This design comes from an exercise in tuning for small area on the open sky130 flow, not from production work. In this exercise RTL edits were held to simulation tests only and were not proved equivalent to the original. Power figures rest on the tool's default switching activity, not on a simulated workload.

==> design/flow/design.v <==
module ChrisLinn(clk,rst,k1,k2,k3,k4,k5,k6,k7,hK,lK,out,bugO,yimashuchu);
	input clk,rst;
	input k1,k2,k3,k4,k5,k6,k7,hK,lK;
	output out,bugO;
	output [4:0] yimashuchu;
	wire d1,d2,d3,d4,d5,d6,d7,dh,dl;
	BugKiller inst13(.in(k1),.clk1M(clk),.rst(rst),.out(d1));
	BugKiller inst14(.in(k2),.clk1M(clk),.rst(rst),.out(d2));
	BugKiller inst15(.in(k3),.clk1M(clk),.rst(rst),.out(d3));
	BugKiller inst16(.in(k4),.clk1M(clk),.rst(rst),.out(d4));
	BugKiller inst17(.in(k5),.clk1M(clk),.rst(rst),.out(d5));
	BugKiller inst18(.in(k6),.clk1M(clk),.rst(rst),.out(d6));
	BugKiller inst19(.in(k7),.clk1M(clk),.rst(rst),.out(d7));
	BugKiller inst20(.in(hK),.clk1M(clk),.rst(rst),.out(dh));
	BugKiller inst21(.in(lK),.clk1M(clk),.rst(rst),.out(dl));
	AngryPuppy inst2(.in1(d1),.in2(d2),.in3(d3),.in4(d4),.in5(d5),.in6(d6),.in7(d7),
		.hKey(dh),.lKey(dl),.signal(yimashuchu));
	Gen inst(.signal(yimashuchu),.clk1M(clk),.rst(rst),.out(out));
	assign bugO = d1;
endmodule
module BugKiller (in,clk1M,rst,out);
	input  in,clk1M,rst;
	output out;
	reg g, idle;
	reg [17:0] y;
	wire tA = ~g & ((y & 18'h37a07) == 18'h17207);
	wire tB =  g & ((y & 18'h3beff) == 18'h21e84);
	wire term = ~idle & (tA | tB);
	always @ (posedge clk1M) begin
		y <= ~({y[16:0], ~(y[17] ^ y[10])} | {18{idle}});
		if (rst) begin
			g <= 1'b0;
			idle <= 1'b1;
		end else begin
			idle <= idle ? (g ^ in) : term;
			if (term) g <= ~in;
		end
	end
	assign out = ~g;
endmodule
module AngryPuppy (in1,in2,in3,in4,in5,in6,in7,hKey,lKey,signal);
	input  in1,in2,in3,in4,in5,in6,in7,hKey,lKey;
	output [4:0] signal;
	wire in1,in2,in3,in4,in5,in6,in7,hKey,lKey;
	reg [4:0] signal;
	always @(in1 or in2 or in3 or in4 or in5 or in6 or in7 or hKey or lKey)
		begin
			if(!hKey)
				begin
					if(!in1)      signal<=5'b10000;
					else if(!in2) signal<=5'b10001;
					else if(!in3) signal<=5'b10010;
					else if(!in4) signal<=5'b10011;
					else if(!in5) signal<=5'b10100;
					else if(!in6) signal<=5'b10101;
					else if(!in7) signal<=5'b10110;
					else 		  signal<=5'b11111;
				end
			else if(!lKey)
				begin
					if(!in1)      signal<=5'b01000;
					else if(!in2) signal<=5'b01001;
					else if(!in3) signal<=5'b01010;
					else if(!in4) signal<=5'b01011;
					else if(!in5) signal<=5'b01100;
					else if(!in6) signal<=5'b01101;
					else if(!in7) signal<=5'b01110;
					else 		  signal<=5'b11111;
				end
			else
				begin
					if(!in1) 	  signal<=5'b00000;
					else if(!in2) signal<=5'b00001;
					else if(!in3) signal<=5'b00010;
					else if(!in4) signal<=5'b00011;
					else if(!in5) signal<=5'b00100;
					else if(!in6) signal<=5'b00101;
					else if(!in7) signal<=5'b00110;
					else 		  signal<=5'b11111;
				end
		end
endmodule
module Gen(signal,clk1M,rst,out);
	input [4:0] signal;
	input clk1M;
	input rst;
	output out;
	reg [11:0] ti;
	reg out;
	reg [11:0] H, P;
	wire [11:0] t = ti + 12'd1;
	always @* begin
		case(signal)
			5'b00000: begin H = 500000/523;  P = 1000000/523; end
			5'b00001: begin H = 500000/587;  P = 1000000/587; end
			5'b00010: begin H = 500000/659;  P = 1000000/659; end
			5'b00011: begin H = 500000/698;  P = 1000000/698; end
			5'b00100: begin H = 500000/784;  P = 1000000/784; end
			5'b00101: begin H = 500000/880;  P = 1000000/880; end
			5'b00110: begin H = 500000/998;  P = 1000000/998; end
			5'b01000: begin H = 1000000/523; P = 2000000/523; end
			5'b01001: begin H = 1000000/587; P = 2000000/587; end
			5'b01010: begin H = 1000000/659; P = 2000000/659; end
			5'b01011: begin H = 1000000/698; P = 2000000/698; end
			5'b01100: begin H = 1000000/784; P = 2000000/784; end
			5'b01101: begin H = 1000000/880; P = 2000000/880; end
			5'b01110: begin H = 1000000/998; P = 2000000/998; end
			5'b10000: begin H = 250000/523;  P = 500000/523; end
			5'b10001: begin H = 250000/587;  P = 500000/587; end
			5'b10010: begin H = 250000/659;  P = 500000/659; end
			5'b10011: begin H = 250000/698;  P = 500000/698; end
			5'b10100: begin H = 250000/784;  P = 500000/784; end
			5'b10101: begin H = 250000/880;  P = 500000/880; end
			default:  begin H = 250000/998;  P = 500000/998; end
		endcase
	end
	wire sil = &signal;
	always @ (posedge clk1M)
		if (rst | sil) begin
			ti <= 12'd0;
			out <= 1'b0;
		end else begin
			if (t < H) out <= 1'b0;
			else if (t > H && t <= P) out <= 1'b1;
			ti <= (t > P) ? 12'd0 : t;
		end
endmodule
==> design/flow/run.sh <==
#!/bin/bash
# synth_recipe.tcl (not shown) runs the flow's synth.tcl, then flattens the netlist and writes it again
# the make line also repeats each setting of config.mk as NAME=value (left out here)
make -C /OpenROAD-flow-scripts/flow DESIGN_CONFIG=/design/flow/config.mk WORK_HOME=/design/flow/orfs CLKGATE_MAP_FILE= SYNTH_SCRIPT=/design/flow/synth_recipe.tcl finish
==> design/flow/config.mk <==
export PLATFORM = sky130hd
export DESIGN_NAME = ChrisLinn
export DESIGN_NICKNAME = ChrisLinn
export VERILOG_FILES = /design/flow/design.v
export SDC_FILE = /design/flow/constraint.sdc
export NUM_CORES = 4
export LEC_CHECK = 0
export CAP_MARGIN = 20
export CORE_MARGIN = 2
export CORE_UTILIZATION = 40
export SLEW_MARGIN = 20
==> design/flow/constraint.sdc <==
create_clock -name core_clock -period 10.0 [get_ports {clk}]
set_input_delay 2.0000 -clock core_clock [delete_from_list [all_inputs] [get_ports {clk}]]
set_output_delay 2.0000 -clock core_clock [all_outputs]
set_load 0.01 [all_outputs]
==> impl_results.md, run 1 <==
* Outcome: no timing/DRC/antenna violations
* Die H at 137 µm
* CTS Buffer Depth at 2
* Clock-pin slew on the worst setup and hold paths at 0.07 ns
* Grt ovf at 0
* Post CTS Setup Buffer Count at 0
* Antenna viol nets, final at 0
* Max-slew headroom at 0.485
* # fillers at 1655
* Netlist cell types at 47
* Final Hold Fails at 0
* Initial Utilization at 0.408
* Area after DPL at 7370 µm²
* Most common cell in the synthesized netlist: dfxtp_1
* Worst VDD drop at 0.128 mV
* Skew-Pair Late Insertion Delay at 0.43 ns
* Die ar. at 18700 µm²
* Port Buffers at 17
* Design Area, Final at 7950 µm²
* Top FF cell, synth: dfxtp_1
* Core area at 17300 µm²
* DP Wirelength at 9580 µm
* Synth area leader: dfxtp_1
* Crit Path Category: reg -> out
* Routed vias/inst at 5.11
* Flops & latches, synth at 193
* Via count at 4883
* Syn-to-layout area delta at 12.7%
* Final GP Congestion at 0.856
* Ranking of synthesized cells by area: dfxtp_1 55%, nor2_1 9.8%, ha_1 5.7%, and4b_1 3.0%, nand4_1 2.3%
* Total area of sequential cells at 3860 µm²
* Seq/Total Area, Yosys at 0.548
* Synth top area share at 0.548
* Top Ports at 18
* Detailed Route Iter0 Violations at 298
* Max Fanout on Critical Path at 9
* Syn Nets at 757
* TritonCTS clock tree: done
* Setup TNS at 0 ns
* Crit end category: output port
* Pwr/cell area at 200 nW/µm²
* Layout cells sized above 1 at 0.0507
* Number of synthesized flops with an enable pin at 0
* Worst Skew at 0.00728 ns
* Die span in x at 137 µm
* All-Layer GR Usage at 0.154
* Crit path required time at 8.00 ns
* Tightest Pin Transition at 0.767 ns
* Post-synth top cells: 193 x dfxtp_1, 184 x nor2_1, 32 x ha_1
* Fmax at 215 MHz
* Minimum clock period after layout at 4.65 ns
* Syn Inst Count at 714
* Unrepaired setup endpoints after global routing: false
* Post-synth ARST share at 0
* Nets at 761
* Pleak at 3.13 nW
* CTS buffer count at 17
* Fin. max-slew vios at 0
* Syn avg cell area at 9.88 µm²
* Final setup viols at 0
* Period Utilization, post-route at 0.465
* Gates resized, CTS repair at 0
* CTS Hold Bufs at 0
* Clk root buf: clkbuf_16
* DR DRC count at 0
* Setup crit start kind: register
* Area taken by multi-input logic gates at 2980 µm²
* Final WL at 13400 µm
* Synthesized area at 7060 µm²
* Yosys warnings at 3
* H-tree levels at 4
* WP data arrival at 2.65 ns
* Finished Core Util at 0.460
* First-pass GRT wire length at 22800 µm
* Drt pass-1 iters at 4
* WL/cell at 14.0 µm
* Clock sink total at 193
* Largest net degree at the start of global routing at 22
* Diodes inserted at 0
* Hold Path Class: reg -> reg
* Vias in the first global route at 4831
* MaxCap Viol Count at 0
* Std-Cell Rows at 48
* Initial antenna violation count at 0
==> cell usage in the layout (no fill, tap or decap), types with 4 or more instances in the layout <==
| cell type | n |
|---|---|
| xor2_1 | 11 |
| nand2b_1 | 13 |
| dfxtp_1 | 193 |
| nor4bb_1 | 15 |
| o211ai_1 | 6 |
| o31ai_1 | 7 |
| a211o_1 | 10 |
| clkinvlp_4 | 6 |
| nor2_1 | 184 |
| clkdlybuf4s50_1 | 17 |
| nor2b_1 | 4 |
| and4b_1 | 21 |
| a21boi_1 | 8 |
| ha_1 | 32 |
| a21oi_1 | 31 |
| o21ai_0 | 7 |
| a211oi_1 | 10 |
| xnor2_1 | 17 |
| nor4b_1 | 18 |
| clkbuf_16 | 17 |
| inv_1 | 14 |
| nand4_1 | 26 |
| nand2_1 | 20 |
| nand3_1 | 7 |
==> cell type report <==
| class | count | area share |
|---|---|---|
| timing repair buffer | 18 | 0.0223 |
| sequential | 193 | 0.486 |
| inverter | 15 | 0.00739 |
| clock inverter | 11 | 0.0165 |
| multi-input combinational | 473 | 0.375 |
| clock buffer | 20 | 0.0574 |
| tap | 225 | 0.0354 |
==> registers in the layout (all words and copies together), names as in the netlist, 12 cells and up <==
register,count
inst13.y,18
inst14.y,18
inst15.y,18
inst16.y,18
inst17.y,18
inst18.y,18
inst19.y,18
inst20.y,18
inst21.y,18
inst.ti,12
==> power by group <==
part	internal [mW]	switching, mW
Clock	0.382	0.285
Combinational	0.0300	0.0186
Sequential	0.826	0.0477
==> final timing paths <==
path / slack [ns] / cells past startpoint / from / to
worst max-delay path: 5.35 / 4 / inst18.g / yimashuchu[1]
worst min register to register: 0.37 / 1 / inst13.y[8] / inst13.y[9]
worst min-delay path: 0.37 / 1 / inst13.y[8] / inst13.y[9]
worst max register to register: 5.73 / 13 / inst18.g / inst.out
==> cells by family after synthesis <==
logic type               count (synthesis)  synth area share
AND/OR/NAND/NOR                        318             0.237
multiplexers                             3           0.00443
buffers and inverters                   48            0.0294
AO/OA/AOI/OAI                           92            0.0904
adder cells (fa/ha/maj)                 32            0.0567
flip-flops                             193             0.548
XOR/XNOR                                28            0.0348
==> per-layer routing <==
| metal | vias up | track usage | wire length (µm) |
|---|---|---|---|
| met5 | - | 0 | 0 |
| met3 | 24 | 0.0437 | 464 |
| met1 | 2311 | 0.200 | 6520 |
| li1 | 2488 | - | - |
| met2 | 60 | 0.243 | 6170 |
| met4 | 0 | 0.0636 | 257 |
==> worst max-delay path, stage by stage, from the launching register on <==
cell	delay (ns)
dfxtp_1	0.62
nor2_1	0.13
o31ai_1	0.65
inv_1	0.27
clkdlybuf4s50_1	0.55
==> through the flow <==
| step | setup slack, ns | instances | hold slack (ns) | power [mW] |
|---|---|---|---|---|
| 6_report | 5.35 | 955 | 0.374 | 1.59 |
| 5_1_grt | 5.14 | 955 | 0.395 | 1.65 |
| 4_1_cts | 5.33 | 955 | 0.374 | 1.61 |
| 3_5_place_dp | 5.77 | 924 | 0.366 | 0.940 |
| 3_3_place_gp | 5.86 | 924 | 0.367 | 0.936 |
| 2_1_floorplan | 6.50 | 714 | 0.363 | 0.916 |
==> run 2, diff against run 1 <==
--- a/design/flow/design.v
+++ b/design/flow/design.v
@@ -86,31 +86,31 @@
 	input rst;
 	output out;
-	reg [11:0] ti;
+	localparam C = 2;
+	reg [11:0] s;
 	reg out;
-	reg [11:0] H, P;
-	wire [11:0] t = ti + 12'd1;
+	reg [11:0] K, P;
 	always @* begin
 		case(signal)
-			5'b00000: begin H = 500000/523;  P = 1000000/523; end
-			5'b00001: begin H = 500000/587;  P = 1000000/587; end
-			5'b00010: begin H = 500000/659;  P = 1000000/659; end
-			5'b00011: begin H = 500000/698;  P = 1000000/698; end
-			5'b00100: begin H = 500000/784;  P = 1000000/784; end
-			5'b00101: begin H = 500000/880;  P = 1000000/880; end
-			5'b00110: begin H = 500000/998;  P = 1000000/998; end
-			5'b01000: begin H = 1000000/523; P = 2000000/523; end
-			5'b01001: begin H = 1000000/587; P = 2000000/587; end
-			5'b01010: begin H = 1000000/659; P = 2000000/659; end
-			5'b01011: begin H = 1000000/698; P = 2000000/698; end
-			5'b01100: begin H = 1000000/784; P = 2000000/784; end
-			5'b01101: begin H = 1000000/880; P = 2000000/880; end
-			5'b01110: begin H = 1000000/998; P = 2000000/998; end
-			5'b10000: begin H = 250000/523;  P = 500000/523; end
-			5'b10001: begin H = 250000/587;  P = 500000/587; end
-			5'b10010: begin H = 250000/659;  P = 500000/659; end
-			5'b10011: begin H = 250000/698;  P = 500000/698; end
-			5'b10100: begin H = 250000/784;  P = 500000/784; end
-			5'b10101: begin H = 250000/880;  P = 500000/880; end
-			default:  begin H = 250000/998;  P = 500000/998; end
+			5'b00000: begin K = 500000/523-1+C; P = 1000000/523+C; end
+			5'b00001: begin K = 500000/587-1+C; P = 1000000/587+C; end
+			5'b00010: begin K = 500000/659-1+C; P = 1000000/659+C; end
+			5'b00011: begin K = 500000/698-1+C; P = 1000000/698+C; end
+			5'b00100: begin K = 500000/784-1+C; P = 1000000/784+C; end
+			5'b00101: begin K = 500000/880-1+C; P = 1000000/880+C; end
+			5'b00110: begin K = 500000/998-1+C; P = 1000000/998+C; end
+			5'b01000: begin K = 1000000/523-1+C; P = 2000000/523+C; end
+			5'b01001: begin K = 1000000/587-1+C; P = 2000000/587+C; end
+			5'b01010: begin K = 1000000/659-1+C; P = 2000000/659+C; end
+			5'b01011: begin K = 1000000/698-1+C; P = 2000000/698+C; end
+			5'b01100: begin K = 1000000/784-1+C; P = 2000000/784+C; end
+			5'b01101: begin K = 1000000/880-1+C; P = 2000000/880+C; end
+			5'b01110: begin K = 1000000/998-1+C; P = 2000000/998+C; end
+			5'b10000: begin K = 250000/523-1+C; P = 500000/523+C; end
+			5'b10001: begin K = 250000/587-1+C; P = 500000/587+C; end
+			5'b10010: begin K = 250000/659-1+C; P = 500000/659+C; end
+			5'b10011: begin K = 250000/698-1+C; P = 500000/698+C; end
+			5'b10100: begin K = 250000/784-1+C; P = 500000/784+C; end
+			5'b10101: begin K = 250000/880-1+C; P = 500000/880+C; end
+			default:  begin K = 250000/998-1+C; P = 500000/998+C; end
 		endcase
 	end
@@ -118,10 +118,10 @@
 	always @ (posedge clk1M)
 		if (rst | sil) begin
-			ti <= 12'd0;
+			s <= C;
 			out <= 1'b0;
 		end else begin
-			if (t < H) out <= 1'b0;
-			else if (t > H && t <= P) out <= 1'b1;
-			ti <= (t > P) ? 12'd0 : t;
+			if (s < K) out <= 1'b0;
+			else if (s > K && s < P) out <= 1'b1;
+			s <= (s >= P) ? C : s + 12'd1;
 		end
 endmodule
--- a/design/flow/config.mk
+++ b/design/flow/config.mk
@@ -8,4 +8,5 @@
 export CAP_MARGIN = 20
 export CORE_MARGIN = 2
-export CORE_UTILIZATION = 40
+export CORE_UTILIZATION = 80
+export CTS_BUF_LIST = sky130_fd_sc_hd__clkbuf_8
 export SLEW_MARGIN = 20
==> impl_results.md, run 2 <==
* Setup TNS at 0 ns (unchanged)
* Fmax at 204 MHz (was 215 MHz)
* Period Utilization, post-route at 0.489 (was 0.465)
* Final setup viols at 0 (unchanged)
* MaxCap Viol Count at 0 (unchanged)
* Syn Nets at 749 (was 757)
* Final GP Congestion at 0.982 (was 0.856)
* Initial Utilization at 0.833 (was 0.408)
* H-tree levels at 4 (unchanged)
* Std-Cell Rows at 33 (was 48)
* Most frequent cells in the layout: 199 x nor2_1, 193 x dfxtp_1, 32 x ha_1 (was 193 x dfxtp_1, 184 x nor2_1, 32 x ha_1)
* Routed vias/inst at 6.42 (was 5.11)
* Crit-path cells: inv_1 -> a221oi_1 -> nor2_1 -> inv_1 -> ha_1 -> inv_1 -> o31ai_1 -> nor2_1 -> nor3_1 -> o21ai_1 -> ha_1 -> a21o_1 -> a21o_1 -> a2111oi_0 -> nand4b_1 -> or2_2 (was nor2_1 -> o31ai_1 -> inv_1 -> clkdlybuf4s50_1)
* Synth top area share at 0.562 (was 0.548)
* Synthesized area at 6880 µm² (was 7060 µm²)
* Gates resized, CTS repair at 0 (unchanged)
* Tightest Pin Transition at 0.900 ns (was 0.767 ns)
* Synth area leader: dfxtp_1 (unchanged)
* CTS buffer count at 17 (unchanged)
* Netlist cell types at 47 (unchanged)
* # fillers at 343 (was 1655)
* Crit path required time at 10.36 ns (was 8.00 ns)
* Max Fanout on Critical Path at 12 (was 9)
* Max-slew headroom at 0.399 (was 0.485)
* Worst Skew at 0.0169 ns (was 0.00728 ns)
* Crit-path slowest cell: a2111oi_0 (was o31ai_1)
* DP Wirelength at 9350 µm (was 9580 µm)
* R2R Path Start: inst15.g (was inst18.g)
* Finished Core Util at 0.907 (was 0.460)
* Hold Startpoint: inst21.y[8] (was inst13.y[8])
* Area taken by multi-input logic gates at 2830 µm² (was 2980 µm²)
* Post-Place Setup Slack at 5.35 ns (was 5.77 ns)
* Clock sink total at 193 (unchanged)
* Detailed Route Iter0 Violations at 276 (was 298)
* Initial antenna violation count at 0 (unchanged)
* Worst VDD drop at 0.193 mV (was 0.128 mV)
* Syn Inst Count at 706 (was 714)
* Pleak at 3.04 nW (was 3.13 nW)
* Worst hold slack at 0.382 ns (was 0.374 ns)
* Largest net degree at the start of global routing at 25 (was 22)
* CP peak stage delay at 0.60 ns (was 0.65 ns)
* Via count at 5322 (was 4883)
* CTS Hold Bufs at 0 (unchanged)
* Setup crit start kind: register (unchanged)
* Area after DPL at 7040 µm² (was 7370 µm²)
* Pwr Total at 1.48 mW (was 1.59 mW)
* Number of synthesized flops with an enable pin at 0 (unchanged)
* DR DRC count at 0 (unchanged)
* Antenna viol nets, final at 0 (unchanged)
* Sw power at 0.387 mW (was 0.351 mW)
* First-pass GRT wire length at 26200 µm (was 22800 µm)
* WP data arrival at 5.26 ns (was 2.65 ns)
* Placed insts at 798 (was 924)
* Vias in the first global route at 5460 (was 4831)
* Clock Power Share at 0.372 (was 0.419)
* Port Buffers at 17 (unchanged)
* Die ar. at 9350 µm² (was 18700 µm²)
* Final cell count without fillers at 829 (was 955)
* Pwr/cell area at 198 nW/µm² (was 200 nW/µm²)
* Minimum clock period after layout at 4.89 ns (was 4.65 ns)
* Ranking of synthesized cells by area: dfxtp_1 56%, nor2_1 11%, ha_1 5.8%, xor2_1 2.0%, nor4bb_1 1.7% (was dfxtp_1 55%, nor2_1 9.8%, ha_1 5.7%, and4b_1 3.0%, nand4_1 2.3%)
* Nets at 755 (was 761)
* Clk root buf: clkbuf_8 (was clkbuf_16)
* TritonCTS clock tree: done (unchanged)
* Clock-pin slew on the worst setup and hold paths at 0.11 ns (was 0.07 ns)
* WL/cell at 19.1 µm (was 14.0 µm)
* Post CTS Setup Buffer Count at 0 (unchanged)
* Seq/Total Area, Yosys at 0.562 (was 0.548)
* Hold Path Class: reg -> reg (unchanged)
* Gate power share at 0.036 (was 0.031)
* Leading cell type in the layout, fill and taps excluded: nor2_1 (was dfxtp_1)
* Top FF cell, synth: dfxtp_1 (unchanged)
* Total area of sequential cells at 3860 µm² (unchanged)
* Critical Path Most Common Cell: inv_1
* Crit path from: inst15.g (was inst18.g)
* Diodes inserted at 0 (unchanged)
* Drt pass-1 iters at 6 (was 4)
* Yosys warnings at 3 (unchanged)
* Fin. max-slew vios at 0 (unchanged)
* Final WL at 15900 µm (was 13400 µm)
* Top Ports at 18 (unchanged)
* Outcome: no timing/DRC/antenna violations (unchanged)
* Syn avg cell area at 9.74 µm² (was 9.88 µm²)
* CTS Buffer Depth at 2 (unchanged)
* Post-synth ARST share at 0 (unchanged)
* Net Sw Frac at 0.261 (was 0.221)
* Flops & latches, synth at 193 (unchanged)
* Post-synth top cells: 199 x nor2_1, 193 x dfxtp_1, 32 x ha_1 (was 193 x dfxtp_1, 184 x nor2_1, 32 x ha_1)
* Reg power frac at 0.592 (was 0.550)
* Crit Path Category: reg -> reg (was reg -> out)
* Layout cells sized above 1 at 0.0511 (was 0.0507)
* Grt ovf at 0 (unchanged)
* Syn-to-layout area delta at 8.86% (was 12.7%)
* Skew-Pair Late Insertion Delay at 0.47 ns (was 0.43 ns)
* Worst setup margin at 5.11 ns (was 5.35 ns)
* All-Layer GR Usage at 0.347 (was 0.154)
* Design Area, Final at 7490 µm² (was 7950 µm²)
* Final Hold Fails at 0 (unchanged)
* Unrepaired setup endpoints after global routing: false (unchanged)
* Internal Pwr Total at 1.09 mW (was 1.24 mW)
* Crit end category: register (was output port)
* Die span in x at 96.7 µm (was 137 µm)
* Die H at 96.7 µm (was 137 µm)
* Core area at 8260 µm² (was 17300 µm²)
* Most common cell in the synthesized netlist: nor2_1 (was dfxtp_1)
run 2: cell types whose count changed in the layout (fill, tap and decap cells not counted), sizes merged, moves of 7 or more:
cell and change:
and3 +7, and4b -14, nand3 +9, nand2b -12, nor2 +15, a21oi -8, nand4 -8, a21boi -10
run 2: final timing paths:
check / to / depth (start not counted) / slack [ns]
setup reg to reg: inst.s[1] / 16 / 5.11
setup / recovery: inst.s[1] / 16 / 5.11
hold / removal: inst21.y[9] / 1 / 0.38
hold reg to reg: inst21.y[9] / 1 / 0.38
run 2: layer usage:
layer,global-route usage,wire [µm],vias to the layer above
met2,0.591,7950,256
met1,0.411,6280,2549
met3,0.0802,1060,70
li1,-,-,2447
met4,0.179,582,0
met5,0,0,-
run 2: critical path, delay by kind of cell, from the launching register on:
| kind | cells | cell delay [ns] |
|---|---|---|
| buf+inv | 3 | 0.37 |
| simple gates | 5 | 1.57 |
| fa+ha+maj | 2 | 0.55 |
| flops | 1 | 0.52 |
| compound gates | 6 | 1.77 |
run 2: layout make-up:
type | instances | share of cell area
clock buffers | 17 | 0.0313
clock inverters | 14 | 0.0281
inverters | 11 | 0.00568
multi-input cells | 472 | 0.379
flip-flops and latches | 193 | 0.516
well taps | 105 | 0.0175
repair buffers | 17 | 0.0227
run 2: power groups by stage:
stage	combinational (mW)	clock, mW	sequential (mW)
floorplan	0.0489	0	0.866
global placement	0.0458	0	0.886
detailed placement	0.0500	0	0.889
CTS	0.0531	0.550	0.875
global route	0.0594	0.577	0.883
finish	0.0530	0.551	0.877
run 2: logic make-up (layout without fill, tap and decap cells):
kind of cell	count (synthesis)	count (layout)	synth area share
xor+xnor	28	28	0.0357
buf+inv	41	59	0.0260
flops	193	193	0.562
fa+ha+maj	32	32	0.0582
compound gates	80	80	0.0784
simple gates	330	330	0.237
mux	2	2	0.00291
==> run 3, diff against run 2 <==
--- a/design/flow/config.mk
+++ b/design/flow/config.mk
@@ -8,5 +8,5 @@
 export CAP_MARGIN = 20
 export CORE_MARGIN = 2
-export CORE_UTILIZATION = 80
-export CTS_BUF_LIST = sky130_fd_sc_hd__clkbuf_8
+export CORE_UTILIZATION = 70
+export CTS_BUF_LIST = sky130_fd_sc_hd__clkbuf_4 sky130_fd_sc_hd__clkbuf_8
 export SLEW_MARGIN = 20
==> impl_results.md, run 3 <==
* Clock Power Share at 0.352 (was 0.372)
* CTS Buffer Depth at 2 (unchanged)
* Skew-Pair Late Insertion Delay at 0.46 ns (was 0.47 ns)
* # fillers at 662 (was 343)
* MaxCap Viol Count at 0 (unchanged)
* Reg power frac at 0.613 (was 0.592)
* Syn-to-layout area delta at 8.68% (was 8.86%)
* Top Ports at 18 (unchanged)
* Crit path required time at 10.35 ns (was 10.36 ns)
* Nets at 755 (unchanged)
* Minimum clock period after layout at 4.80 ns (was 4.89 ns)
* Vias in the first global route at 4387 (was 5460)
* WL/cell at 14.6 µm (was 19.1 µm)
* Worst VDD drop at 0.178 mV (was 0.193 mV)
* Post-synth top cells: 199 x nor2_1, 193 x dfxtp_1, 32 x ha_1 (unchanged)
* Net Sw Frac at 0.230 (was 0.261)
* Std-Cell Rows at 36 (was 33)
* DR DRC count at 0 (unchanged)
* Drt pass-1 iters at 5 (was 6)
* Area after DPL at 7080 µm² (was 7040 µm²)
* Die span in x at 103 µm (was 96.7 µm)
* DP Wirelength at 8760 µm (was 9350 µm)
* Pwr Total at 1.42 mW (was 1.48 mW)
* Hold EP: inst20.y[9] (was inst21.y[9])
* Crit end category: register (unchanged)
* Largest net degree at the start of global routing at 25 (unchanged)
* Internal Pwr Total at 1.09 mW (about the same)
* Worst Skew at 0.0105 ns (was 0.0169 ns)
* Final GP Congestion at 0.909 (was 0.982)
* H-tree levels at 4 (unchanged)
* Post CTS Setup Buffer Count at 0 (unchanged)
* Antenna viol nets, final at 0 (unchanged)
* Leading cell type in the layout, fill and taps excluded: nor2_1 (unchanged)
* Worst hold slack at 0.381 ns (was 0.382 ns)
* Ranking of synthesized cells by area: dfxtp_1 56%, nor2_1 11%, ha_1 5.8%, xor2_1 2.0%, nor4bb_1 1.7% (unchanged)
* Pwr/cell area at 190 nW/µm² (was 198 nW/µm²)
* CTS buffer count at 17 (unchanged)
* TritonCTS clock tree: done (unchanged)
* CTS Hold Bufs at 0 (unchanged)
* Period Utilization, post-route at 0.480 (was 0.489)
* Final Hold Fails at 0 (unchanged)
* Design Area, Final at 7470 µm² (was 7490 µm²)
* Flops & latches, synth at 193 (unchanged)
* RR Endpoint: inst.s[1] (unchanged)
* R2R Path Start: inst15.g (unchanged)
* Netlist cell types at 47 (unchanged)
* Unrepaired setup endpoints after global routing: false (unchanged)
* Grt ovf at 0 (unchanged)
* Yosys warnings at 3 (unchanged)
* Most common cell in the synthesized netlist: nor2_1 (unchanged)
* Synth top area share at 0.562 (unchanged)
* Core area at 9640 µm² (was 8260 µm²)
* Crit Path Category: reg -> reg (unchanged)
* Tightest Pin Transition at 0.857 ns (was 0.900 ns)
* Gates resized, CTS repair at 0 (unchanged)
* WP data arrival at 5.16 ns (was 5.26 ns)
* First-pass GRT wire length at 20400 µm (was 26200 µm)
* Seq/Total Area, Yosys at 0.562 (unchanged)
* Max-slew headroom at 0.427 (was 0.399)
* Setup crit start kind: register (unchanged)
* Initial antenna violation count at 0 (unchanged)
* Routed vias/inst at 5.62 (was 6.42)
* Hold Startpoint: inst20.y[8] (was inst21.y[8])
* Max Fanout on Critical Path at 12 (unchanged)
* WHS Path Cells at 1 (unchanged)
* Detailed Route Iter0 Violations at 171 (was 276)
* Fin. max-slew vios at 0 (unchanged)
* Outcome: no timing/DRC/antenna violations (unchanged)
* Diodes inserted at 0 (unchanged)
* Initial Utilization at 0.713 (was 0.833)
* Gate power share at 0.035 (was 0.036)
* Syn avg cell area at 9.74 µm² (unchanged)
* Syn Inst Count at 706 (unchanged)
* Hold Path Class: reg -> reg (unchanged)
* Fmax at 208 MHz (was 204 MHz)
* Clock sink total at 193 (unchanged)
* Pleak at 3.02 nW (was 3.04 nW)
* Via count at 4811 (was 5322)
* Most frequent cells in the layout: 199 x nor2_1, 193 x dfxtp_1, 32 x ha_1 (unchanged)
* Number of synthesized flops with an enable pin at 0 (unchanged)
* Setup TNS at 0 ns (unchanged)
* Die ar. at 10600 µm² (was 9350 µm²)
* R2R Setup Slk at 5.20 ns (was 5.11 ns)
* Top FF cell, synth: dfxtp_1 (unchanged)
* All-Layer GR Usage at 0.249 (was 0.347)
* Clk root buf: clkbuf_8 (unchanged)
* Sw power at 0.327 mW (was 0.387 mW)
* Port Buffers at 17 (unchanged)
* Layout cells sized above 1 at 0.0498 (was 0.0511)
* Post-synth ARST share at 0 (unchanged)
* Clock-pin slew on the worst setup and hold paths at 0.09 ns (was 0.11 ns)
* Path depth of the worst reg2reg path at 16 (unchanged)
* Die H at 103 µm (was 96.7 µm)
* Final WL at 12500 µm (was 15900 µm)
* Synth area leader: dfxtp_1 (unchanged)
* Synthesized area at 6880 µm² (unchanged)
* Final setup viols at 0 (unchanged)
* Syn Nets at 749 (unchanged)
==> run 3: cell counts after synthesis <==
Identical to the previous run, type by type.
==> run 3: cells by family (layout without fill, tap and decap cells) <==
family          after synthesis  after routing  synth area share
compound gates               80             80            0.0784
xor+xnor                     28             28            0.0357
fa+ha+maj                    32             32            0.0582
buf+inv                      41             58            0.0260
flops                       193            193             0.562
mux                           2              2           0.00291
simple gates                330            330             0.237
==> run 3: how the worst max path moves through the flow <==
| stage | from | end | slack (ns) | cells after the start |
|---|---|---|---|---|
| after global routing | inst15.g | inst.s[1] | 4.71 | 16 |
| after global placement | inst15.g | inst.s[1] | 5.64 | 16 |
| after detailed placement | inst15.g | inst.s[1] | 5.30 | 16 |
| final | inst15.g | inst.s[1] | 5.20 | 16 |
| after floorplan | inst15.g | inst.s[1] | 6.40 | 17 |
| after CTS | inst15.g | inst.s[1] | 5.27 | 16 |
==> run 3: routing by layer <==
metal  part of all wire  vias up  global-route usage
li1                   -     2433                   -
met1               0.47     2258               0.332
met2               0.47      100               0.397
met3              0.051       20              0.0698
met4              0.015        0              0.0779
met5                  0        -                   0
==> run 3: cell type report <==
class,count,area [µm²],area share
Timing Repair Buffer,17,170,0.0228
Clock buffer,20,269,0.0360
Tap cell,133,166,0.0223
Inverter,11,42.5,0.00569
Multi-Input combinational cell,472,2830,0.379
Clock inverter,10,128,0.0171
Sequential cell,193,3860,0.517
==> run 3: worst max-delay path, stage by stage (launching register included) <==
cell       delay, ns
dfxtp_1         0.52
inv_1           0.07
a221oi_1        0.37
nor2_1          0.22
inv_1           0.22
ha_1            0.23
inv_1           0.06
o31ai_1         0.31
nor2_1          0.07
nor3_1          0.17
o21ai_1         0.12
ha_1            0.32
a21o_1          0.18
a21o_1          0.17
a2111oi_0       0.61
nand4b_1        0.57
or2_2           0.47
==> run 3: stage by stage <==
step	util	cells	worst slack [ns]
after global placement	0.734	826	5.64
final	0.775	856	5.20
after detailed placement	0.734	826	5.30
after CTS	0.775	856	5.27
after floorplan	-	706	6.40
after global routing	0.775	856	4.71
==> run 3: power groups by stage <==
stage	clock network [mW]	registers, mW	logic (mW)
final	0.500	0.872	0.0492
after global routing	0.540	0.880	0.0567
after CTS	0.509	0.872	0.0502
after detailed placement	0	0.889	0.0498
after global placement	0	0.887	0.0462
after floorplan	0	0.866	0.0489
==> run 4, diff against run 3 <==
==> design/flow/flow/run.sh (new file) <==
#!/bin/bash
# Layout flow: the standard ORFS flow (standard.sh) with three changes:
#  - synthesis maps logic with an area-oriented ABC script (flow/abc.script)
#    and without the half/full-adder extraction step;
#  - ports are buffered with sky130_fd_sc_hd__buf_1;
#  - clock tree synthesis uses clkbuf_8 and no dummy loads.
# Every ORFS step writes its own log under orfs/logs; make's output goes to
# flow_make.log here.
set -euo pipefail
W=$(pwd)
rm -rf "$W/scripts"
cp -r "$FLOW_HOME/scripts" "$W/scripts"
cp "$W/flow/abc.script" "$W/scripts/abc_speed.script"
bash "$W/standard.sh" \
  SCRIPTS_DIR="$W/scripts" \
  ADDER_MAP_FILE= \
  BUFFER_PORTS_ARGS="-buffer_cell sky130_fd_sc_hd__buf_1" \
  CTS_ARGS="-sink_clustering_enable -repair_clock_nets -buf_list sky130_fd_sc_hd__clkbuf_8 -dont_use_dummy_load -sink_buffer_max_cap_derate 1.0" \
  finish > "$W/flow_make.log" 2>&1
==> design/flow/flow/abc.script (new file) <==
strash
&get -n
&deepsyn -T 60
&put
&get -n
&dch -f
&nf -a
&put
==> design/flow/standard.sh (new file) <==
#!/bin/bash
# synth_recipe.tcl (not shown) runs the flow's synth.tcl, then flattens the netlist and writes it again
# the make line also repeats each setting of config.mk as NAME=value (left out here)
make -C /OpenROAD-flow-scripts/flow DESIGN_CONFIG=/design/flow/config.mk WORK_HOME=/design/flow/orfs CLKGATE_MAP_FILE= SYNTH_SCRIPT=/design/flow/synth_recipe.tcl "${@:-finish}"
--- a/design/flow/config.mk
+++ b/design/flow/config.mk
@@ -9,4 +9,3 @@
 export CORE_MARGIN = 2
 export CORE_UTILIZATION = 70
-export CTS_BUF_LIST = sky130_fd_sc_hd__clkbuf_4 sky130_fd_sc_hd__clkbuf_8
 export SLEW_MARGIN = 20
removed: design/flow/run.sh
==> impl_results.md, run 4 <==
* Yosys warnings at 3 (unchanged)
* Unrepaired setup endpoints after global routing: false (unchanged)
* Worst Skew at 0.0364 ns (was 0.0105 ns)
* Clock-pin slew on the worst setup and hold paths at 0.09 ns (about the same)
* Hold Path Class: reg -> reg (unchanged)
* Die span in x at 97.6 µm (was 103 µm)
* Synth top area share at 0.631 (was 0.562)
* CTS Hold Bufs at 0 (unchanged)
* Worst setup margin at 5.52 ns (was 5.20 ns)
* CTS Buffer Depth at 2 (unchanged)
* Finished Core Util at 0.763 (was 0.775)
* Post-synth ARST share at 0 (unchanged)
* Largest family of logic cells by synthesized area: simple AND/OR/NAND/NOR gates (unchanged)
* Setup TNS at 0 ns (unchanged)
* Clk root buf: clkbuf_8 (unchanged)
* Fmax at 223 MHz (was 208 MHz)
* Syn Nets at 641 (was 749)
* H-tree levels at 4 (unchanged)
* Gates resized, CTS repair at 0 (unchanged)
* # fillers at 616 (was 662)
* Post-synth top cells: 196 x nor2_1, 193 x dfxtp_1, 35 x a21oi_1 (was 199 x nor2_1, 193 x dfxtp_1, 32 x ha_1)
* Pwr/cell area at 196 nW/µm² (was 190 nW/µm²)
* Crit path required time at 10.31 ns (was 10.35 ns)
* Std-Cell Rows at 34 (was 36)
* Post-synthesis xor/xnor area fraction at 0.00858 (was 0.0357)
* Post-Place Setup Slack at 5.59 ns (was 5.30 ns)
* Outcome: no timing/DRC/antenna violations (unchanged)
* WHS Path Cells at 1 (unchanged)
* Ranking of synthesized cells by area: dfxtp_1 63%, nor2_1 12%, a21oi_1 2.9%, nand4b_1 2.6%, o21ai_0 2.0% (was dfxtp_1 56%, nor2_1 11%, ha_1 5.8%, xor2_1 2.0%, nor4bb_1 1.7%)
* Layout cells sized above 1 at 0.0256 (was 0.0498)
* Routed vias/inst at 5.84 (was 5.62)
* Gate power share at 0.034 (was 0.035)
* Crit end category: register (unchanged)
* Net Sw Frac at 0.223 (was 0.230)
* Syn avg cell area at 9.73 µm² (was 9.74 µm²)
* Setup crit start kind: register (unchanged)
* Skew-Pair Late Insertion Delay at 0.45 ns (was 0.46 ns)
* Period Utilization, post-route at 0.448 (was 0.480)
* Syn Inst Count at 630 (was 706)
* Initial antenna violation count at 0 (unchanged)
* Synth Area in Simple Gates at 0.242 (was 0.237)
* Sw power at 0.287 mW (was 0.327 mW)
* Leading cell type in the layout, fill and taps excluded: nor2_1 (unchanged)
* Final Hold Fails at 0 (unchanged)
* Die H at 97.6 µm (was 103 µm)
* WP data arrival at 4.79 ns (was 5.16 ns)
* Via count at 4510 (was 4811)
* Detailed Route Iter0 Violations at 241 (was 171)
* Grt ovf at 0 (unchanged)
* Post CTS Setup Buffer Count at 0 (unchanged)
* Pleak at 2.45 nW (was 3.02 nW)
* Initial Utilization at 0.713 (about the same)
* CTS buffer count at 17 (unchanged)
* Final WL at 11500 µm (was 12500 µm)
* Port Buffers at 17 (unchanged)
* Most frequent cells in the layout: 196 x nor2_1, 193 x dfxtp_1, 35 x a21oi_1 (was 199 x nor2_1, 193 x dfxtp_1, 32 x ha_1)
* Final setup viols at 0 (unchanged)
* Worst VDD drop at 0.160 mV (was 0.178 mV)
* Final cell count without fillers at 772 (was 856)
* Seq/Total Area, Yosys at 0.631 (was 0.562)
* Design Area, Final at 6560 µm² (was 7470 µm²)
* Max-slew headroom at 0.342 (was 0.427)
* Top FF cell, synth: dfxtp_1 (unchanged)
* Top Ports at 18 (unchanged)
* Final GP Congestion at 0.874 (was 0.909)
* Vias in the first global route at 4275 (was 4387)
* Die ar. at 9520 µm² (was 10600 µm²)
* Netlist cell types at 39 (was 47)
* Reg power frac at 0.679 (was 0.613)
* All-Layer GR Usage at 0.251 (was 0.249)
* Internal Pwr Total at 1.00 mW (was 1.09 mW)
* Pwr Total at 1.29 mW (was 1.42 mW)
* Antenna viol nets, final at 0 (unchanged)
* Clock sink total at 193 (unchanged)
* Minimum clock period after layout at 4.48 ns (was 4.80 ns)
* Mux cell area share after synthesis at 0 (was 0.00291)
* Fin. max-slew vios at 0 (unchanged)
* First-pass GRT wire length at 19300 µm (was 20400 µm)
* Synthesized area at 6130 µm² (was 6880 µm²)
* Drt pass-1 iters at 5 (unchanged)
* Nets at 677 (was 755)
* TritonCTS clock tree: done (unchanged)
* Adder-cell share of the synthesized area at 0.00490 (was 0.0582)
* DP Wirelength at 7970 µm (was 8760 µm)
* Synth area leader: dfxtp_1 (unchanged)
* Max Fanout on Critical Path at 12 (unchanged)
* Largest net degree at the start of global routing at 21 (was 25)
* WL/cell at 14.8 µm (was 14.6 µm)
* Number of synthesized flops with an enable pin at 0 (unchanged)
* MaxCap Viol Count at 0 (unchanged)
* Diodes inserted at 0 (unchanged)
* Placed insts at 755 (was 826)
* Most common cell in the synthesized netlist: nor2_1 (unchanged)
* Compound-Gate Fraction of Synth Area at 0.110 (was 0.0784)
* Crit Path Category: reg -> reg (unchanged)
* Clock Power Share at 0.287 (was 0.352)
* Worst hold slack at 0.355 ns (was 0.381 ns)
* Path depth of the worst reg2reg path at 15 (was 16)
* DR DRC count at 0 (unchanged)
* Area after DPL at 6330 µm² (was 7080 µm²)
* Syn-to-layout area delta at 7.07% (was 8.68%)
* Core area at 8590 µm² (was 9640 µm²)
* Tightest Pin Transition at 0.987 ns (was 0.857 ns)
* Flops & latches, synth at 193 (unchanged)
## run 4: changes by cell type in the layout (fill, tap and decap cells not counted), moves of 12 or more
cell	change
o21ai_0	+14
nor4bb_1	-12
nand3_1	-12
buf_1	+17
a21oi_1	+12
ha_1	-32
clkdlybuf4s50_1	-17
nand4b_1	+14
xor2_1	-13
## run 4: final timing paths
| path | slack (ns) | from | to |
|---|---|---|---|
| setup / recovery | 5.52 | inst13.g | inst.s[1] |
| hold reg to reg | 0.36 | inst16.y[8] | inst16.y[9] |
| hold / removal | 0.36 | inst16.y[8] | inst16.y[9] |
| setup reg to reg | 5.52 | inst13.g | inst.s[1] |
## run 4: cell type report
| class | count | area (µm²) | share of cell area |
|---|---|---|---|
| Multi-Input combinational cell | 431 | 2240 | 0.342 |
| Sequential cell | 193 | 3860 | 0.589 |
| Inverter | 6 | 22.5 | 0.00343 |
| Timing Repair Buffer | 17 | 63.8 | 0.00973 |
| Clock buffer | 17 | 234 | 0.0357 |
| Tap cell | 108 | 135 | 0.0206 |
## run 4: layer usage
metal / vias to the layer above / wire (µm) / global-route usage
met5: - / 0 / 0
met4: 0 / 221 / 0.107
met3: 20 / 476 / 0.0626
met2: 87 / 5420 / 0.397
met1: 2124 / 5350 / 0.329
li1: 2279 / - / -
## run 4: worst max-delay path, stage by stage, from the launching register on
cell	delay, ns
dfxtp_1	0.43
or2_0	0.30
a211oi_1	0.75
a21oi_1	0.23
o21a_1	0.22
o32ai_1	0.22
a21boi_0	0.20
o31ai_1	0.22
a221oi_1	0.12
a221oi_1	0.23
o21ai_0	0.13
a22oi_1	0.14
o21ai_0	0.11
a222oi_1	0.34
o211ai_1	0.42
o21bai_1	0.29
## run 4: power groups by stage
stage	clock network [mW]	registers, mW	logic [mW]
final	0.370	0.874	0.0436
after global routing	0.402	0.882	0.0507
after CTS	0.375	0.873	0.0443
after detailed placement	0	0.889	0.0440
after global placement	0	0.887	0.0402
after floorplan	0	0.876	0.0331
## run 4: cells by family after synthesis
kind of cell	count (synthesis)
adders and majority gates	3
xor gates and xnor gates	6
buffers and inverters	6
and+or+nand+nor	312
DFF	193
AOI/OAI and AO/OA	110
==> run 5, diff against run 4 <==
--- a/design/flow/flow/run.sh
+++ b/design/flow/flow/run.sh
@@ -16,4 +16,4 @@
   ADDER_MAP_FILE= \
   BUFFER_PORTS_ARGS="-buffer_cell sky130_fd_sc_hd__buf_1" \
-  CTS_ARGS="-sink_clustering_enable -repair_clock_nets -buf_list sky130_fd_sc_hd__clkbuf_8 -dont_use_dummy_load -sink_buffer_max_cap_derate 1.0" \
+  CTS_ARGS="-sink_clustering_enable -repair_clock_nets -buf_list sky130_fd_sc_hd__clkbuf_8 -dont_use_dummy_load" \
   finish > "$W/flow_make.log" 2>&1
==> impl_results.md, run 5 <==
* MaxCap Viol Count at 0 (unchanged)
* Synthesized area at 6130 µm² (unchanged)
* Worst hold slack at 0.355 ns (unchanged)
* Initial antenna violation count at 0 (unchanged)
* Core area at 8590 µm² (unchanged)
* Top FF cell, synth: dfxtp_1 (unchanged)
* R2R Path Start: inst13.g (unchanged)
* Path depth of the worst reg2reg path at 15 (unchanged)
* RR Endpoint: inst.s[1] (unchanged)
* DR DRC count at 0 (unchanged)
* Ranking of synthesized cells by area: dfxtp_1 63%, nor2_1 12%, a21oi_1 2.9%, nand4b_1 2.6%, o21ai_0 2.0% (unchanged)
* Die span in x at 97.6 µm (unchanged)
* Flops & latches, synth at 193 (unchanged)
* Synth top area share at 0.631 (unchanged)
* Die ar. at 9520 µm² (unchanged)
* Area after DPL at 6330 µm² (unchanged)
* Netlist cell types at 39 (unchanged)
* Post-synth top cells: 196 x nor2_1, 193 x dfxtp_1, 35 x a21oi_1 (unchanged)
* R2R Setup Slk at 5.52 ns (about the same)
* Crit end category: register (unchanged)
* WP data arrival at 4.79 ns (about the same)
* Max-slew headroom at 0.342 (unchanged)
* Yosys warnings at 3 (unchanged)
* Syn-to-layout area delta at 7.07% (unchanged)
* WL met3 at 476 µm (unchanged)
* Gates resized, CTS repair at 0 (unchanged)
* Crit Path Category: reg -> reg (unchanged)
* WL/cell at 14.8 µm (unchanged)
* Final Hold Fails at 0 (unchanged)
* Setup crit start kind: register (unchanged)
* Port Buffers at 17 (unchanged)
* Area taken by multi-input logic gates at 2240 µm² (unchanged)
* Highest Signal Layer: met4 (unchanged)
* Worst VDD drop at 0.160 mV (unchanged)
* Routed vias/inst at 5.84 (unchanged)
* Syn avg cell area at 9.73 µm² (unchanged)
* Post-synth ARST share at 0 (unchanged)
* Clock sink total at 193 (unchanged)
* Final GP Congestion at 0.874 (unchanged)
* Diodes inserted at 0 (unchanged)
* Grt ovf at 0 (unchanged)
* TritonCTS clock tree: done (unchanged)
* Skew-Pair Late Insertion Delay at 0.45 ns (about the same)
* CTS Hold Bufs at 0 (unchanged)
* Post CTS Setup Buffer Count at 0 (unchanged)
* DP Wirelength at 7970 µm (unchanged)
* Syn Nets at 641 (unchanged)
* Worst Skew at 0.0364 ns (unchanged)
* Total area of sequential cells at 3860 µm² (unchanged)
* Initial Utilization at 0.713 (unchanged)
* Seq/Total Area, Yosys at 0.631 (unchanged)
* Most frequent cells in the layout: 196 x nor2_1, 193 x dfxtp_1, 35 x a21oi_1 (unchanged)
* Nets at 677 (unchanged)
* Fmax at 223 MHz (unchanged)
* Std-Cell Rows at 34 (unchanged)
* Hold Path Class: reg -> reg (unchanged)
* Top Ports at 18 (unchanged)
* Clock-pin slew on the worst setup and hold paths at 0.09 ns (about the same)
* Syn Inst Count at 630 (unchanged)
* Detailed Route Iter0 Violations at 241 (unchanged)
* Most common cell in the synthesized netlist: nor2_1 (unchanged)
* Leading cell type in the layout, fill and taps excluded: nor2_1 (unchanged)
* Vias in the first global route at 4275 (unchanged)
* Number of synthesized flops with an enable pin at 0 (unchanged)
* Final setup viols at 0 (unchanged)
* Tightest Pin Transition at 0.987 ns (unchanged)
* Met1 WL at 5350 µm (unchanged)
* Period Utilization, post-route at 0.448 (unchanged)
* Outcome: no timing/DRC/antenna violations (unchanged)
* Crit path required time at 10.31 ns (about the same)
* Hold EP: inst16.y[9] (unchanged)
* # fillers at 616 (unchanged)
* CTS Buffer Depth at 2 (unchanged)
* Pwr/cell area at 196 nW/µm² (unchanged)
* Final WL at 11500 µm (unchanged)
* Clk root buf: clkbuf_8 (unchanged)
* Fin. max-slew vios at 0 (unchanged)
* Design Area, Final at 6560 µm² (unchanged)
* Final cell count without fillers at 772 (unchanged)
* Minimum clock period after layout at 4.48 ns (unchanged)
* CTS buffer count at 17 (unchanged)
* Antenna viol nets, final at 0 (unchanged)
* Met2 WL at 5420 µm (unchanged)
* H-tree levels at 4 (unchanged)
* Hold Startpoint: inst16.y[8] (unchanged)
* Largest net degree at the start of global routing at 21 (unchanged)
* Pleak at 2.45 nW (unchanged)
* Drt pass-1 iters at 5 (unchanged)
* All-Layer GR Usage at 0.251 (unchanged)
* Placed insts at 755 (unchanged)
* Setup TNS at 0 ns (unchanged)
* Synth area leader: dfxtp_1 (unchanged)
* First-pass GRT wire length at 19300 µm (unchanged)
* Die H at 97.6 µm (unchanged)
* Via count at 4510 (unchanged)
* Unrepaired setup endpoints after global routing: false (unchanged)
* WHS Path Cells at 1 (unchanged)
* Layout cells sized above 1 at 0.0256 (unchanged)
* Max Fanout on Critical Path at 12 (unchanged)
==> run 5: cell families (layout without fill, tap and decap cells) <==
group / Yosys count / in the layout / share of synthesized area
simple gates: 312 / 312 / 0.242
flops: 193 / 193 / 0.631
buf+inv: 6 / 40 / 0.00368
xor+xnor: 6 / 6 / 0.00858
compound gates: 110 / 110 / 0.110
fa+ha+maj: 3 / 3 / 0.00490
==> run 5: power by group <==
part | leakage, nW | switching [mW] | internal, mW
Clock | 0.122 | 0.219 | 0.151
Sequential | 1.60 | 0.0480 | 0.825
Combinational | 0.724 | 0.0200 | 0.0236
==> run 5: stage by stage <==
stage	util	setup slack (ns)	power, mW
3_5_place_dp	0.736	5.59	0.933
6_report	0.763	5.52	1.29
5_1_grt	0.763	5.03	1.33
2_1_floorplan	-	6.20	0.909
3_3_place_gp	0.736	5.73	0.927
4_1_cts	0.763	5.56	1.29
==> run 5: per-layer routing <==
layer / global-route usage / up-vias
met4: 0.107 / 0
met5: 0 / -
met3: 0.0626 / 20
li1: - / 2279
met1: 0.329 / 2124
met2: 0.397 / 87
==> run 5: layout make-up <==
type	count	area share
flip-flops and latches	193	0.589
multi-input cells	431	0.342
clock buffers	17	0.0357
well taps	108	0.0206
repair buffers	17	0.00973
inverters	6	0.00343
==> run 5: worst max-delay path, cell delays in order (launching register included) <==
cell and delay, ns:
dfxtp_1 0.43, or2_0 0.30, a211oi_1 0.75, a21oi_1 0.23, o21a_1 0.22, o32ai_1 0.22
a21boi_0 0.20, o31ai_1 0.22, a221oi_1 0.12, a221oi_1 0.23, o21ai_0 0.13, a22oi_1 0.14
o21ai_0 0.11, a222oi_1 0.34, o211ai_1 0.42, o21bai_1 0.29
==> run 5: how the worst max path moves through the flow <==
stage | to | startpoint | cells after the start | slack, ns
after floorplan | inst.s[2] | inst16.g | 15 | 6.20
after global placement | inst.s[1] | inst13.g | 15 | 5.73
after detailed placement | inst.s[8] | inst13.g | 15 | 5.59
after CTS | inst.s[1] | inst13.g | 15 | 5.56
after global routing | inst.s[8] | inst13.g | 14 | 5.03
final | inst.s[1] | inst13.g | 15 | 5.52
==> run 6, diff against run 5 <==
==> design/flow/flow/abc.script (replaced) <==
strash
&get -n
&deepsyn -T 60
&put
&get -n
&dch -f
&nf -a -R 1000
&put
strash
&get -n
&deepsyn -T 60
&put
&get -n
&dch -f
&nf -a -R 1000
&put
==> impl_results.md, run 6 <==
* Clk root buf: clkbuf_8 (unchanged)
* Pwr/cell area at 196 nW/µm² (about the same)
* Post-synth ARST share at 0 (unchanged)
* TritonCTS clock tree: done (unchanged)
* Core area at 8590 µm² (unchanged)
* H-tree levels at 4 (unchanged)
* Outcome: no timing/DRC/antenna violations (unchanged)
* Std-Cell Rows at 34 (unchanged)
* Final Hold Fails at 0 (unchanged)
* Worst hold slack at 0.352 ns (was 0.355 ns)
* Via count at 4591 (was 4510)
* Seq/Total Area, Yosys at 0.632 (was 0.631)
* Fin. max-slew vios at 0 (unchanged)
* MaxCap Viol Count at 0 (unchanged)
* Clock-pin slew on the worst setup and hold paths at 0.10 ns (was 0.09 ns)
* Total area of sequential cells at 3860 µm² (unchanged)
* First-pass GRT wire length at 19700 µm (was 19300 µm)
* Syn Inst Count at 640 (was 630)
* Flops & latches, synth at 193 (unchanged)
* Grt ovf at 0 (unchanged)
* Syn-to-layout area delta at 7.08% (was 7.07%)
* WL/cell at 14.2 µm (was 14.8 µm)
* CTS buffer count at 17 (unchanged)
* Period Utilization, post-route at 0.489 (was 0.448)
* Diodes inserted at 0 (unchanged)
* Tightest Pin Transition at 0.997 ns (was 0.987 ns)
* Setup crit start kind: register (unchanged)
* CTS Hold Bufs at 0 (unchanged)
* Post-synth top cells: 207 x nor2_1, 193 x dfxtp_1, 39 x nand2_1 (was 196 x nor2_1, 193 x dfxtp_1, 35 x a21oi_1)
* Syn Nets at 651 (was 641)
* Layout cells sized above 1 at 0.0252 (was 0.0256)
* Routed vias/inst at 5.87 (was 5.84)
* Ranking of synthesized cells by area: dfxtp_1 63%, nor2_1 13%, nand2_1 2.4%, a21oi_1 2.3%, nand4b_1 2.1% (was dfxtp_1 63%, nor2_1 12%, a21oi_1 2.9%, nand4b_1 2.6%, o21ai_0 2.0%)
* Yosys warnings at 3 (unchanged)
* Synth top area share at 0.632 (was 0.631)
* Crit path from: inst17.g (was inst13.g)
* Post-Place Setup Slack at 5.30 ns (was 5.59 ns)
* Clock sink total at 193 (unchanged)
* Die ar. at 9500 µm² (was 9520 µm²)
* Top FF cell, synth: dfxtp_1 (unchanged)
* Drt pass-1 iters at 6 (was 5)
* Antenna viol nets, final at 0 (unchanged)
* Vias in the first global route at 4353 (was 4275)
* Synth area leader: dfxtp_1 (unchanged)
* Number of synthesized flops with an enable pin at 0 (unchanged)
* Hold Startpoint: inst20.y[8] (was inst16.y[8])
* Pleak at 2.54 nW (was 2.45 nW)
* Hold Path Class: reg -> reg (unchanged)
* Worst setup margin at 5.11 ns (was 5.52 ns)
* Final GP Congestion at 1.01 (was 0.874)
* Leading cell type in the layout, fill and taps excluded: nor2_1 (unchanged)
* Max-slew headroom at 0.336 (was 0.342)
* Most frequent cells in the layout: 207 x nor2_1, 193 x dfxtp_1, 39 x nand2_1 (was 196 x nor2_1, 193 x dfxtp_1, 35 x a21oi_1)
* DP Wirelength at 7600 µm (was 7970 µm)
* Die span in x at 97.5 µm (was 97.6 µm)
* Worst VDD drop at 0.153 mV (was 0.160 mV)
* Unrepaired setup endpoints after global routing: false (unchanged)
* Most common cell in the synthesized netlist: nor2_1 (unchanged)
* Initial antenna violation count at 0 (unchanged)
* Detailed Route Iter0 Violations at 295 (was 241)
* Area taken by multi-input logic gates at 2240 µm² (about the same)
* Port Buffers at 17 (unchanged)
* # fillers at 620 (was 616)
* All-Layer GR Usage at 0.250 (was 0.251)
* Synthesized area at 6110 µm² (was 6130 µm²)
* Initial Utilization at 0.711 (was 0.713)
* Post CTS Setup Buffer Count at 0 (unchanged)
* Die H at 97.5 µm (was 97.6 µm)
* WP data arrival at 5.21 ns (was 4.79 ns)
* Minimum clock period after layout at 4.89 ns (was 4.48 ns)
* Top Ports at 18 (unchanged)
* Gates resized, CTS repair at 0 (unchanged)
* Skew-Pair Late Insertion Delay at 0.44 ns (was 0.45 ns)
* Netlist cell types at 37 (was 39)
* Crit path required time at 10.33 ns (was 10.31 ns)
* Max Fanout on Critical Path at 11 (was 12)
* R2R Path Start: inst17.g (was inst13.g)
* Nets at 687 (was 677)
* Crit end category: register (unchanged)
* Syn avg cell area at 9.55 µm² (was 9.73 µm²)
* Setup TNS at 0 ns (unchanged)
* Final WL at 11100 µm (was 11500 µm)
* Crit Path Category: reg -> reg (unchanged)
* DR DRC count at 0 (unchanged)
* Worst Skew at 0.0364 ns (about the same)
* Largest net degree at the start of global routing at 21 (unchanged)
* Final setup viols at 0 (unchanged)
* CTS Buffer Depth at 2 (unchanged)
* Fmax at 205 MHz (was 223 MHz)
-- run 6: layout make-up --
class,count,area share
clock buffers,17,0.0357
multi-input cells,444,0.342
flip-flops and latches,193,0.590
repair buffers,17,0.00975
inverters,3,0.00172
well taps,108,0.0206
-- run 6: report_power, final --
group / total [mW] / internal [mW] / switching (mW)
Combinational: 0.0435 / 0.0229 / 0.0205
Clock: 0.367 / 0.151 / 0.216
Sequential: 0.869 / 0.824 / 0.0455
-- run 6: worst max-delay path: stages (launching register included) --
cell and delay (ns):
dfxtp_1 0.39, nor3_1 0.44, nand2_1 0.14, nand2_1 0.15, nor2_1 0.12, o22a_1 0.23, nor3_1 0.47, o21ai_0 0.14
nand2_1 0.11, a21oi_1 0.13, a21oi_1 0.25, o22ai_1 0.14, o21ai_0 0.24, nor2_1 0.15, a21oi_1 0.17, o21ai_0 0.10
maj3_1 0.35, o21ai_0 0.07, a21oi_1 0.08, a21oi_1 0.11, nor2_1 0.05, o22ai_1 0.20, nand2_1 0.27, nor3_1 0.25
-- run 6: routing by layer --
| metal | up-vias | global-route usage | share of wire |
|---|---|---|---|
| met4 | 0 | 0.0780 | 0.014 |
| met5 | - | 0 | 0 |
| li1 | 2298 | - | - |
| met3 | 17 | 0.0590 | 0.046 |
| met1 | 2166 | 0.337 | 0.47 |
| met2 | 110 | 0.405 | 0.47 |
-- run 6: logic make-up after synthesis --
logic type,share of synthesized area
DFF,0.632
adders and majority gates,0.00491
AOI/OAI and AO/OA,0.0937
and+or+nand+nor,0.259
buffers and inverters,0.00184
xor gates and xnor gates,0.00860
-- run 6: path summary, 6_finish.rpt --
check / to / slack, ns / depth (start not counted)
hold reg to reg: inst20.y[9] / 0.35 / 1
setup reg to reg: inst.s[2] / 5.11 / 23
hold / removal: inst20.y[9] / 0.35 / 1
setup / recovery: inst.s[2] / 5.11 / 23
-- run 6: metrics by stage --
stage / utilization / total power [mW] / cells / cell area (µm²)
floorplan: - / 0.906 / 640 / 6110
global placement: 0.735 / 0.924 / 765 / 6310
detailed placement: 0.735 / 0.929 / 765 / 6310
CTS: 0.762 / 1.29 / 782 / 6550
global route: 0.762 / 1.33 / 782 / 6550
finish: 0.762 / 1.28 / 782 / 6550
==> run 7, diff against run 6 <==
==> design/flow/flow/abc.script (replaced) <==
strash
&get -n
&deepsyn -I 3 -J 200
&put
&get -n
&dch -f
&nf -a -R 1000
&put
strash
&get -n
&deepsyn -I 3 -J 200
&put
&get -n
&dch -f
&nf -a -R 1000
&put
strash
&get -n
&deepsyn -I 3 -J 200
&put
&get -n
&dch -f
&nf -a -R 1000
&put
==> impl_results.md, run 7 <==
* CTS Buffer Depth at 2 (unchanged)
* DP Wirelength at 7530 µm (was 7600 µm)
* Internal Pwr Total at 1.00 mW (was 0.998 mW)
* Layout cells sized above 1 at 0.0274 (was 0.0252)
* Hold Path Class: reg -> reg (unchanged)
* Grt ovf at 0 (unchanged)
* Pleak at 2.46 nW (was 2.54 nW)
* Ranking of synthesized cells by area: dfxtp_1 63%, nor2_1 12%, a21oi_1 3.2%, nand4b_1 2.4%, nand4_1 1.7% (was dfxtp_1 63%, nor2_1 13%, nand2_1 2.4%, a21oi_1 2.3%, nand4b_1 2.1%)
* Gate power share at 0.035 (was 0.034)
* Routed vias/inst at 5.86 (was 5.87)
* All-Layer GR Usage at 0.241 (was 0.250)
* Met2 WL at 5190 µm (was 5250 µm)
* Clock Power Share at 0.284 (was 0.287)
* Post-synth ARST share at 0 (unchanged)
* Crit-path cells: or2_0 -> nor3_1 -> nand2_1 -> nand4b_1 -> buf_1 (was nor3_1 -> nand2_1 -> nand2_1 -> nor2_1 -> o22a_1 -> nor3_1 -> o21ai_0 -> nand2_1 -> a21oi_1 -> a21oi_1 -> o22ai_1 -> o21ai_0 -> nor2_1 -> a21oi_1 -> o21ai_0 -> maj3_1 -> o21ai_0 -> a21oi_1 -> a21oi_1 -> nor2_1 -> o22ai_1 -> nand2_1 -> nor3_1)
* Syn Nets at 632 (was 651)
* First-pass GRT wire length at 18700 µm (was 19700 µm)
* Die H at 97.2 µm (was 97.5 µm)
* Fmax at 236 MHz (was 205 MHz)
* Seq/Total Area, Yosys at 0.635 (was 0.632)
* Drt pass-1 iters at 5 (was 6)
* Crit path from: inst13.g (was inst17.g)
* Met1 WL at 5150 µm (was 5180 µm)
* Post-synth top cells: 196 x nor2_1, 193 x dfxtp_1, 39 x a21oi_1 (was 207 x nor2_1, 193 x dfxtp_1, 39 x nand2_1)
* Placed insts at 747 (was 765)
* Initial antenna violation count at 0 (unchanged)
* Final Hold Fails at 0 (unchanged)
* Core area at 8590 µm² (unchanged)
* Period Utilization, post-route at 0.424 (was 0.489)
* Area after DPL at 6290 µm² (was 6310 µm²)
* Max-slew headroom at 0.533 (was 0.336)
* Final WL at 10900 µm (was 11100 µm)
* Max Fanout on Critical Path at 12 (was 11)
* CTS buffer count at 17 (unchanged)
* WP data arrival at 2.24 ns (was 5.21 ns)
* Final setup viols at 0 (unchanged)
* Clock-pin slew on the worst setup and hold paths at 0.07 ns (was 0.10 ns)
* Critical path buffers and inverters at 1 (was 0)
* Fin. max-slew vios at 0 (unchanged)
* Worst Skew at 0.0314 ns (was 0.0364 ns)
* Crit end category: output port (was register)
* Die span in x at 97.2 µm (was 97.5 µm)
* Pwr/cell area at 196 nW/µm² (about the same)
* Std-Cell Rows at 34 (unchanged)
* Clock sink total at 193 (unchanged)
* Port Buffers at 17 (unchanged)
* Antenna viol nets, final at 0 (unchanged)
* R2R Path Start: inst18.g (was inst17.g)
* Crit Path Category: reg -> out (was reg -> reg)
* Minimum clock period after layout at 4.24 ns (was 4.89 ns)
* Unrepaired setup endpoints after global routing: false (unchanged)
* Clk root buf: clkbuf_8 (unchanged)
* Gates resized, CTS repair at 0 (unchanged)
* Syn Inst Count at 621 (was 640)
* Net Sw Frac at 0.218 (was 0.221)
* Top delay family on crit path: simple AND/OR/NAND/NOR gates (unchanged)
* Crit path required time at 8.00 ns (was 10.33 ns)
* Synth top area share at 0.635 (was 0.632)
* Flops & latches, synth at 193 (unchanged)
* Final GP Congestion at 0.915 (was 1.01)
* Synth area leader: dfxtp_1 (unchanged)
* Skew-Pair Late Insertion Delay at 0.44 ns (about the same)
* TritonCTS clock tree: done (unchanged)
* Top FF cell, synth: dfxtp_1 (unchanged)
* Nets at 669 (was 687)
* MaxCap Viol Count at 0 (unchanged)
* Number of synthesized flops with an enable pin at 0 (unchanged)
* Netlist cell types at 37 (unchanged)
* Setup crit start kind: register (unchanged)
* DR DRC count at 0 (unchanged)
* Detailed Route Iter0 Violations at 177 (was 295)
* Hold Startpoint: inst16.y[8] (was inst20.y[8])
* Setup TNS at 0 ns (unchanged)
* Initial Utilization at 0.708 (was 0.711)
* Most common cell in the synthesized netlist: nor2_1 (unchanged)
* H-tree levels at 4 (unchanged)
* Yosys warnings at 3 (unchanged)
* Tightest Pin Transition at 0.695 ns (was 0.997 ns)
* CP peak stage delay at 0.54 ns (was 0.47 ns)
* Vias in the first global route at 4179 (was 4353)
* Post CTS Setup Buffer Count at 0 (unchanged)
* Final cell count without fillers at 764 (was 782)
* Highest Signal Layer: met4 (unchanged)
* WL met3 at 504 µm (was 508 µm)
* Syn-to-layout area delta at 7.24% (was 7.08%)
* Syn avg cell area at 9.80 µm² (was 9.55 µm²)
* WL/cell at 14.3 µm (was 14.2 µm)
* Reg power frac at 0.681 (was 0.679)
* Outcome: no timing/DRC/antenna violations (unchanged)
* Diodes inserted at 0 (unchanged)
* Crit-path slowest cell: nor3_1 (unchanged)
* Largest net degree at the start of global routing at 21 (unchanged)
* Worst VDD drop at 0.128 mV (was 0.153 mV)
* Die ar. at 9450 µm² (was 9500 µm²)
* Via count at 4479 (was 4591)
* Design Area, Final at 6530 µm² (was 6550 µm²)
* Top Ports at 18 (unchanged)
* CTS Hold Bufs at 0 (unchanged)
* Sw power at 0.279 mW (was 0.282 mW)
* Leading cell type in the layout, fill and taps excluded: nor2_1 (unchanged)
* Most frequent cells in the layout: 196 x nor2_1, 193 x dfxtp_1, 39 x a21oi_1 (was 207 x nor2_1, 193 x dfxtp_1, 39 x nand2_1)
* Synthesized area at 6080 µm² (was 6110 µm²)
[run 7: path summary, 6_finish.rpt]
path	endpoint	slack [ns]	cells after the start
setup / recovery	yimashuchu[0]	5.76	5
hold / removal	inst16.y[9]	0.37	1
setup reg to reg	inst.s[2]	6.03	17
hold reg to reg	inst16.y[9]	0.37	1
[run 7: worst reg2reg max path: cells and delay by family (launching register included)]
kind            cells  cell delay (ns)
simple gates        9             2.17
compound gates      8             1.28
flops               1             0.38
[run 7: power groups by stage]
stage	clock, mW	sequential (mW)	combinational (mW)
final	0.363	0.873	0.0447
after global routing	0.399	0.881	0.0526
after detailed placement	0	0.889	0.0452
after global placement	0	0.887	0.0416
after floorplan	0	0.875	0.0344
after CTS	0.372	0.872	0.0456
[run 7: layer usage]
metal | up-vias | global-route usage
met3 | 10 | 0.0683
li1 | 2274 | -
met2 | 95 | 0.384
met5 | - | 0
met1 | 2100 | 0.320
met4 | 0 | 0.0833
[run 7: cells by family (layout without fill, tap and decap cells)]
kind of cell | count (synthesis) | after routing | synth area share
AOI/OAI and AO/OA | 104 | 104 | 0.105
DFF | 193 | 193 | 0.635
and+or+nand+nor | 316 | 316 | 0.250
buffers and inverters | 2 | 37 | 0.00123
xor gates and xnor gates | 6 | 6 | 0.00864
[run 7: stage by stage]
step	hold WS [ns]	worst slack, ns	total power [mW]	util
floorplan	0.363	6.57	0.910	-
global route	0.391	5.59	1.33	0.759
detailed placement	0.370	6.20	0.934	0.732
finish	0.371	5.76	1.28	0.759
global placement	0.366	6.31	0.929	0.732
CTS	0.370	5.77	1.29	0.759
[run 7: final cells by class]
class / count / area, µm²
tap: 108 / 135
fill: 618 / 2070
sequential: 193 / 3860
inverter: 2 / 7.51
multi-input combinational: 426 / 2210
clock buffer: 17 / 234
timing repair buffer: 18 / 71.3

## afterwards: timing with drivers on the ports
In the flow no input, the clock included, has a driving cell. The finished layouts below were timed again as built, in two steps.
Step 1 sets driving cells, clkbuf_16 on the clock port and buf_2 on the other inputs (assumed; they add their load-dependent delay and slew).
Step 2 moves the port delays by t, midway between the first and last clock arrival at a register: inputs arrive t later, outputs are due t later. That takes back most of the time a late clock gives input paths.
Three values: ideal ports, drivers, drivers and shift; two values: the first two.
run	t, ns	setup WS [ns]	hold slack, ns	worst register clock-pin slew, ns	worst slew at a driven data input, ns
run 1	0.468	5.351 / 5.309 / 5.726	0.374 / 0.374 / 0.374	0.07 / 0.07	0.04
run 2	0.496	5.106 / 5.106 / 5.106	0.382 / 0.382 / 0.382	0.11 / 0.11	0.04
run 3	0.492	5.197 / 5.197 / 5.197	0.381 / 0.381 / 0.381	0.09 / 0.09	0.05
run 4	0.470	5.523 / 5.523 / 5.523	0.355 / 0.355 / 0.355	0.10 / 0.10	0.03
run 5	0.470	5.523 / 5.523 / 5.523	0.355 / 0.355 / 0.355	0.10 / 0.10	0.03
run 6	0.454	5.114 / 5.114 / 5.114	0.352 / 0.352 / 0.352	0.10 / 0.10	0.04
run 7	0.460	5.756 / 5.721 / 6.027	0.371 / 0.371 / 0.371	0.10 / 0.10	0.05
After both steps every run listed still meets setup and hold.
